This is an optimization exercise on Yosys and OpenROAD, whose aim is small area, a short achievable clock period and few clock cycles per item, not a production implementation. Only simulation tests tie the RTL to the original design; equivalence was not proved. Power and IR drop assume default switching activity.

try-maple:
==> flow/design.v (excerpt) <==
module HP_FP_Pipelined_Adder (  
	input clk,
	input rst,
	input [15:0] in1,
	input [15:0] in2,
	input enable,
	output reg done,
	output [15:0] sum
);
	function automatic [13:0] skaddx14(input [13:0] a, input [13:0] b, input x);
		reg [13:0] g, p, G, P;
		integer i, l, j;
		begin
			g = a & b; p = a ^ b;
			G = g; P = p;
			for (l = 0; l < 4; l = l + 1)
				for (i = 0; i < 14; i = i + 1)
					if ((i >> l) & 1) begin
						j = ((i >> l) << l) - 1;
						G[i] = G[i] | (P[i] & G[j]);
						P[i] = P[i] & P[j];
					end
			skaddx14 = (p ^ {14{x}}) ^ {G[12:0], 1'b0};
		end
	endfunction
	reg busy;
	reg [18:0] R;
	wire [15:0] x1 = R[15:0];
	wire [15:0] x2 = in2;
	wire [4:0] e1 = x1[14:10];
	wire [4:0] e2 = x2[14:10];
	wire [10:0] ma1 = {|x1[14:0], x1[9:0]};
	wire [10:0] ma2 = {|x2[14:0], x2[9:0]};
	wire [5:0] d12 = {1'b0, e1} - {1'b0, e2};
	wire [4:0] d21 = e2 - e1;
	wire gt = d12[5];                  
	wire eq = (e1 == e2);
	wire [4:0] d = gt ? d21 : d12[4:0];
	wire swap = gt | (eq & (x2[9:0] > x1[9:0]));
	wire [10:0] mb = swap ? ma2 : ma1;
	wire [10:0] msr = swap ? ma1 : ma2;
	wire [4:0] eb = gt ? e2 : e1;
	wire [12:0] ms = {msr, 2'b00} >> d;
	wire sub = x1[15] ^ x2[15];
	wire [13:0] f = skaddx14({1'b0, mb, 2'b00} ^ {14{sub}}, {1'b0, ms}, sub);
	wire sb = swap ? x2[15] : x1[15];
	wire [4:0] er = R[17:13];
	wire [13:0] fr = {R[12:0], 1'b0};
	wire nz = |R[12:0];
	reg [13:0] lim;
	integer k;
	always @(*) for (k = 0; k < 14; k = k + 1) lim[k] = (er == 5'd12 - k);
	wire [13:0] mm = fr | lim;
	wire [15:0] m16 = {mm, 2'b11};
	wire [7:0] v1;
	wire [7:0] z1;
	wire [3:0] v2;
	wire [7:0] z2;
	wire [1:0] v3;
	wire [5:0] z3;
	genvar q;
	generate
		for (q = 0; q < 8; q = q + 1) begin : lz1
			assign v1[q] = m16[2*q+1] | m16[2*q];
			assign z1[q] = ~m16[2*q+1];
		end
		for (q = 0; q < 4; q = q + 1) begin : lz2
			assign v2[q] = v1[2*q+1] | v1[2*q];
			assign z2[2*q+1:2*q] = v1[2*q+1] ? {1'b0, z1[2*q+1]} : {1'b1, z1[2*q]};
		end
		for (q = 0; q < 2; q = q + 1) begin : lz3
			assign v3[q] = v2[2*q+1] | v2[2*q];
  ...
Settings: LEC_CHECK=0, ABC_AREA=1, CAP_MARGIN=20, CORE_MARGIN=2, CORE_UTILIZATION=40, GPL_TIMING_DRIVEN=1, SETUP_SLACK_MARGIN=1.5, SLEW_MARGIN=20; clock period 6.0 ns.
standard.sh (not shown) runs the stock make flow with config.mk's settings and CLKGATE_MAP_FILE= SYNTH_SCRIPT=/design/flow/synth_recipe.tcl, a recipe that flattens the netlist after the stock synthesis.
==> flow/flow/run.sh <==
#!/bin/bash
# Standard layout with two changes:
# - synthesis is the standard synthesis script, run without ORFS's
#   full/half-adder extraction (ADDER_MAP_FILE empty), so that ABC maps the
#   arithmetic together with the rest of the logic; registers are mapped and
#   named exactly as in the standard synthesis;
# - the port buffers use a small fast buffer instead of the default
#   delay-buffer cell.
set -euo pipefail
W=$PWD
export BUFFER_PORTS_ARGS="-buffer_cell sky130_fd_sc_hd__buf_1"
make -C "$FLOW_HOME" DESIGN_CONFIG=$W/config.mk WORK_HOME=$W/orfs CLKGATE_MAP_FILE= SYNTH_SCRIPT=$W/synth_recipe.tcl ADDER_MAP_FILE= synth > synth.log 2>&1
bash standard.sh > standard.log 2>&1
Both conditions hold for try-maple: the flow ran to the end and the final layout passed the timing, design-rule and antenna checks.
Testbench counts of try-maple, summed over its fixed seeds: cycles 6,400, items 3,200.
Edits applied to the flow inputs when going from try-maple to try-delta:
- swapping 1.5 for 0.8 in SETUP_SLACK_MARGIN
- clearing GPL_TIMING_DRIVEN, which used to be 1
==> flow/run.sh (new file) <==
#!/bin/bash
# synth_recipe.tcl (not shown) runs the flow's synth.tcl, then flattens the netlist and writes it again
# the make line also repeats each setting of config.mk as NAME=value (left out here)
make -C /OpenROAD-flow-scripts/flow DESIGN_CONFIG=/design/flow/config.mk WORK_HOME=/design/flow/orfs CLKGATE_MAP_FILE= SYNTH_SCRIPT=/design/flow/synth_recipe.tcl finish
removed: flow/flow/run.sh
removed: flow/standard.sh
Results
try-delta completed end to end with timing, DRC and antenna clean. Of try-maple and try-delta, the lower met1 routing resource usage after global routing belongs to try-delta. Sort try-maple and try-delta by sequential power, ascending, and try-delta comes first. try-maple consumes less power than try-delta. First element of the critical path = R[15]$_DFFE_PP_: try-maple; first element of the critical path = in2[14]: try-delta.
Relative to try-delta, the following input files were edited for try-ember:
- SETUP_SLACK_MARGIN now 1.7, was 0.8
==> flow/flow/run.sh (new file) <==
#!/bin/bash
# Standard layout with two changes:
# - synthesis is the standard synthesis script, run without ORFS's
#   full/half-adder extraction (ADDER_MAP_FILE empty), so that ABC maps the
#   arithmetic together with the rest of the logic; registers are mapped and
#   named exactly as in the standard synthesis;
# - the port buffers use a small fast buffer instead of the default
#   delay-buffer cell.
set -euo pipefail
W=$PWD
export BUFFER_PORTS_ARGS="-buffer_cell sky130_fd_sc_hd__buf_1"
make -C "$FLOW_HOME" DESIGN_CONFIG=$W/config.mk WORK_HOME=$W/orfs CLKGATE_MAP_FILE= SYNTH_SCRIPT=$W/synth_recipe.tcl ADDER_MAP_FILE= synth > synth.log 2>&1
bash standard.sh > standard.log 2>&1
==> flow/standard.sh (new file) <==
#!/bin/bash
# synth_recipe.tcl (not shown) runs the flow's synth.tcl, then flattens the netlist and writes it again
# the make line also repeats each setting of config.mk as NAME=value (left out here)
make -C /OpenROAD-flow-scripts/flow DESIGN_CONFIG=/design/flow/config.mk WORK_HOME=/design/flow/orfs CLKGATE_MAP_FILE= SYNTH_SCRIPT=/design/flow/synth_recipe.tcl "${@:-finish}"
removed: flow/run.sh
[summary]
try-delta → try-ember: share of total power in the clock network now larger; starting DRC count in detailed routing now larger; final critical-path setup slack now larger. In try-ember, overall power is lower than in try-delta. Of the two candidates, try-delta has the worse worst reg-to-reg setup slack and try-ember the better one.
--- input diff try-ember..try-violet ---
- CORE_UTILIZATION now 30, was 40
- SETUP_SLACK_MARGIN now 1.5, was 1.7
==> run notes <==
try-violet reports a higher clock network area share than try-ember does.
try-violet leaves less setup margin than try-ember.
Share of power burned in the clock network (try-violet over try-ember): increase, 3.9 points
Critical path launch point = R[13]$_DFFE_PP_: try-ember; critical path launch point = R[15]$_DFFE_PP_: try-violet
try-violet: no failed stages, no open violations at the end
try-violet vs. try-ember: insertion delay to the later sink of the worst-skew pair shows no meaningful change, worst hold slack fell by 14 ps, static leakage has decreased, number of buffers added to fix hold violations after cts ~0 delta.
When the final numbers for try-ember and try-violet were put side by side, the met3 wirelength from detailed routing turned out to be greater in try-ember.

========
## build 62
The RTL this note starts from:
==> flow/design.v <==
module HP_FP_Pipelined_Adder (  
	input clk,
	input rst,
	input [15:0] in1,
	input [15:0] in2,
	input enable,
	output reg done,
	output [15:0] sum
);
	function automatic [13:0] skaddx14(input [13:0] a, input [13:0] b, input x);
		reg [13:0] g, p, G, P;
		integer i, l, j;
		begin
			g = a & b; p = a ^ b;
			G = g; P = p;
			for (l = 0; l < 4; l = l + 1)
				for (i = 0; i < 14; i = i + 1)
					if ((i >> l) & 1) begin
						j = ((i >> l) << l) - 1;
						G[i] = G[i] | (P[i] & G[j]);
						P[i] = P[i] & P[j];
					end
			skaddx14 = (p ^ {14{x}}) ^ {G[12:0], 1'b0};
		end
	endfunction
	reg busy;
	reg [18:0] R;
	wire [15:0] x1 = R[15:0];
	wire [15:0] x2 = in2;
	wire [4:0] e1 = x1[14:10];
	wire [4:0] e2 = x2[14:10];
	wire [10:0] ma1 = {|x1[14:0], x1[9:0]};
	wire [10:0] ma2 = {|x2[14:0], x2[9:0]};
	wire [5:0] d12 = {1'b0, e1} - {1'b0, e2};
	wire [4:0] d21 = e2 - e1;
	wire gt = d12[5];                  
	wire eq = (e1 == e2);
	wire [4:0] d = gt ? d21 : d12[4:0];
	wire swap = gt | (eq & (x2[9:0] > x1[9:0]));
	wire [10:0] mb = swap ? ma2 : ma1;
	wire [10:0] msr = swap ? ma1 : ma2;
	wire [4:0] eb = gt ? e2 : e1;
	wire [12:0] ms = {msr, 2'b00} >> d;
	wire sub = x1[15] ^ x2[15];
	wire [13:0] f = skaddx14({1'b0, mb, 2'b00} ^ {14{sub}}, {1'b0, ms}, sub);
	wire sb = swap ? x2[15] : x1[15];
	wire [4:0] er = R[17:13];
	wire [13:0] fr = {R[12:0], 1'b0};
	wire nz = |R[12:0];
	reg [13:0] lim;
	integer k;
	always @(*) for (k = 0; k < 14; k = k + 1) lim[k] = (er == 5'd12 - k);
	wire [13:0] mm = fr | lim;
	wire [15:0] m16 = {mm, 2'b11};
	wire [7:0] v1;
	wire [7:0] z1;
	wire [3:0] v2;
	wire [7:0] z2;
	wire [1:0] v3;
	wire [5:0] z3;
	genvar q;
	generate
		for (q = 0; q < 8; q = q + 1) begin : lz1
			assign v1[q] = m16[2*q+1] | m16[2*q];
			assign z1[q] = ~m16[2*q+1];
		end
		for (q = 0; q < 4; q = q + 1) begin : lz2
			assign v2[q] = v1[2*q+1] | v1[2*q];
			assign z2[2*q+1:2*q] = v1[2*q+1] ? {1'b0, z1[2*q+1]} : {1'b1, z1[2*q]};
		end
		for (q = 0; q < 2; q = q + 1) begin : lz3
			assign v3[q] = v2[2*q+1] | v2[2*q];
			assign z3[3*q+2:3*q] = v2[2*q+1] ? {1'b0, z2[4*q+3:4*q+2]} : {1'b1, z2[4*q+1:4*q]};
		end
	endgenerate
	wire [3:0] t = v3[1] ? {1'b0, z3[5:3]} : {1'b1, z3[2:0]};
	wire [13:0] ns = fr << t;
	wire [4:0] en = nz ? (er + 5'd1 - {1'b0, t}) : 5'd0;
	assign sum = {R[18] & nz, en, ns[12:3]};
	always @(posedge clk) begin
		if (busy) R <= {sb, eb, f[13:1]};
		else if (enable) R[15:0] <= in1;
	end
	always @(posedge clk) begin
		if (rst) begin
			busy <= 1'b0;
			done <= 1'b0;
		end else if (busy) begin
			busy <= 1'b0;
			done <= 1'b1;
		end else if (enable) begin
			busy <= 1'b1;
			done <= 1'b0;
		end
	end
endmodule
Settings: LEC_CHECK=0, ABC_AREA=1, CAP_MARGIN=20, CORE_MARGIN=2, CORE_UTILIZATION=55, SETUP_SLACK_MARGIN=1.5, SLEW_MARGIN=20; clock period 6.0 ns.
==> flow/flow/run.sh <==
#!/bin/bash
# Standard layout with two changes:
# - synthesis is the standard synthesis script, run without ORFS's
#   full/half-adder extraction (ADDER_MAP_FILE empty), so that ABC maps the
#   arithmetic together with the rest of the logic; registers are mapped and
#   named exactly as in the standard synthesis;
# - the port buffers use a small fast buffer instead of the default
#   delay-buffer cell.
set -euo pipefail
W=$PWD
export BUFFER_PORTS_ARGS="-buffer_cell sky130_fd_sc_hd__buf_1"
make -C "$FLOW_HOME" DESIGN_CONFIG=$W/config.mk WORK_HOME=$W/orfs CLKGATE_MAP_FILE= SYNTH_SCRIPT=$W/synth_recipe.tcl ADDER_MAP_FILE= synth > synth.log 2>&1
bash standard.sh > standard.log 2>&1
Testbench counts of build 62, summed over its fixed seeds: cycles 6,400, items 3,200.
The inputs of build 71 differ from those of build 62 as listed below.
Settings: CORE_UTILIZATION now 40, was 55.
--- outcome ---
Sort build 71 and build 62 by final period utilization, descending, and build 62 comes first. Register share of the cell area of build 71 is on par with build 62. Diff build 62 -> build 71: full die area increased about 36%, worst setup slack after layout increased 0.14 ns, final critical-path required period decreased 0.14 ns. Any difference in multi-input combinational cell area between build 62 and build 71 is small enough to ignore.
Relative to build 71, the following input files were edited for build 83:
Settings: swapping 1.5 for 1.4 in SETUP_SLACK_MARGIN.
Notes after the runs:
Build 83 and build 71 ended up with nearly the same aggregate global-route resource usage. Diff build 71 -> build 83: total power moved down, ratio of final minimum period to clock period moved up, placer's final routability congestion estimate level, via count level. ~same worst hold margin in build 83 and build 71. Min maximum vdd ir drop across build 83 and build 71: build 83. Re met2 layer usage reported by global route: build 83 is 0.19 points down on build 71. In the flow results for build 83 and build 71, the detailed-routing iteration count for the pre-antenna-repair pass is larger on build 71.
Modified inputs, build 49 compared to build 83
Settings: a change of SETUP_SLACK_MARGIN from 1.4 to 1.0.
==> flow/flow/run.sh <==
#!/bin/bash
# Standard layout, but the port buffers use a small fast buffer instead of the
# default delay-buffer cell.
set -euo pipefail
export BUFFER_PORTS_ARGS="-buffer_cell sky130_fd_sc_hd__buf_1"
bash standard.sh > standard.log 2>&1
Looking at combinational share of power, build 49 sits 2.9 points higher than build 83 does.
Build 83 vs build 49, capturing element of the worst setup path: sum[14] vs sum[13]
STATUS total wire length: build 49 wins against build 83
Worst-case register-to-register setup slack in build 49 vs build 83: down 0.47 ns
Of build 49 and build 83, the lower number of non-clock buffers in the layout belongs to build 83.
Build 49 -> build 83: flip-flop and latch count delta 0, exact match
Diff build 83 -> build 49: global-route wire length before repair decreased 1200 um, via count decreased 6.6%.
Build 49: clock skew is 0.0064 ns lower than what build 83 reported.

-- static timing again, ports no longer ideal --
How much do the figures lean on ideal ports? The routed layouts below were timed once more, with nothing changed but the port constraints. Step 1: set_driving_cell puts a clkbuf_16 on clk and a buf_2 on each other input, an assumption about the parent block. Step 2 also shifts input and output timing later by t, the mid clock arrival at the registers, as if the neighbouring blocks saw the same clock. Three values: no drivers, after step 1, after step 2; two values: the first two.
| run | t (ns) | setup WS [ns] | worst setup path at the end | worst register clock-pin slew, ns |
|---|---|---|---|---|
| try-maple | 0.283 | 1.733 / 1.708 / 1.573 | input to register | 0.08 / 0.08 |
| try-delta | 0.288 | 0.993 / 0.988 / 0.700 | input to register | 0.09 / 0.09 |
| try-ember | 0.281 | 1.755 / 1.730 / 1.680 | input to register | 0.08 / 0.08 |
| try-violet | 0.282 | 1.751 / 1.720 / 1.618 | input to register | 0.06 / 0.06 |
| build 62 | 0.288 | 1.593 / 1.566 / 1.496 | input to register | 0.09 / 0.09 |
| build 71 | 0.283 | 1.733 / 1.708 / 1.573 | input to register | 0.08 / 0.08 |
| build 83 | 0.282 | 1.641 / 1.617 / 1.485 | input to register | 0.08 / 0.08 |
| build 49 | 0.286 | 1.285 / 1.259 / 1.052 | input to register | 0.08 / 0.08 |
After both steps every run listed still meets setup and hold. For try-delta, which loses most, drivers alone change the setup slack by -0.005 ns; drivers and shift together by -0.293 ns.
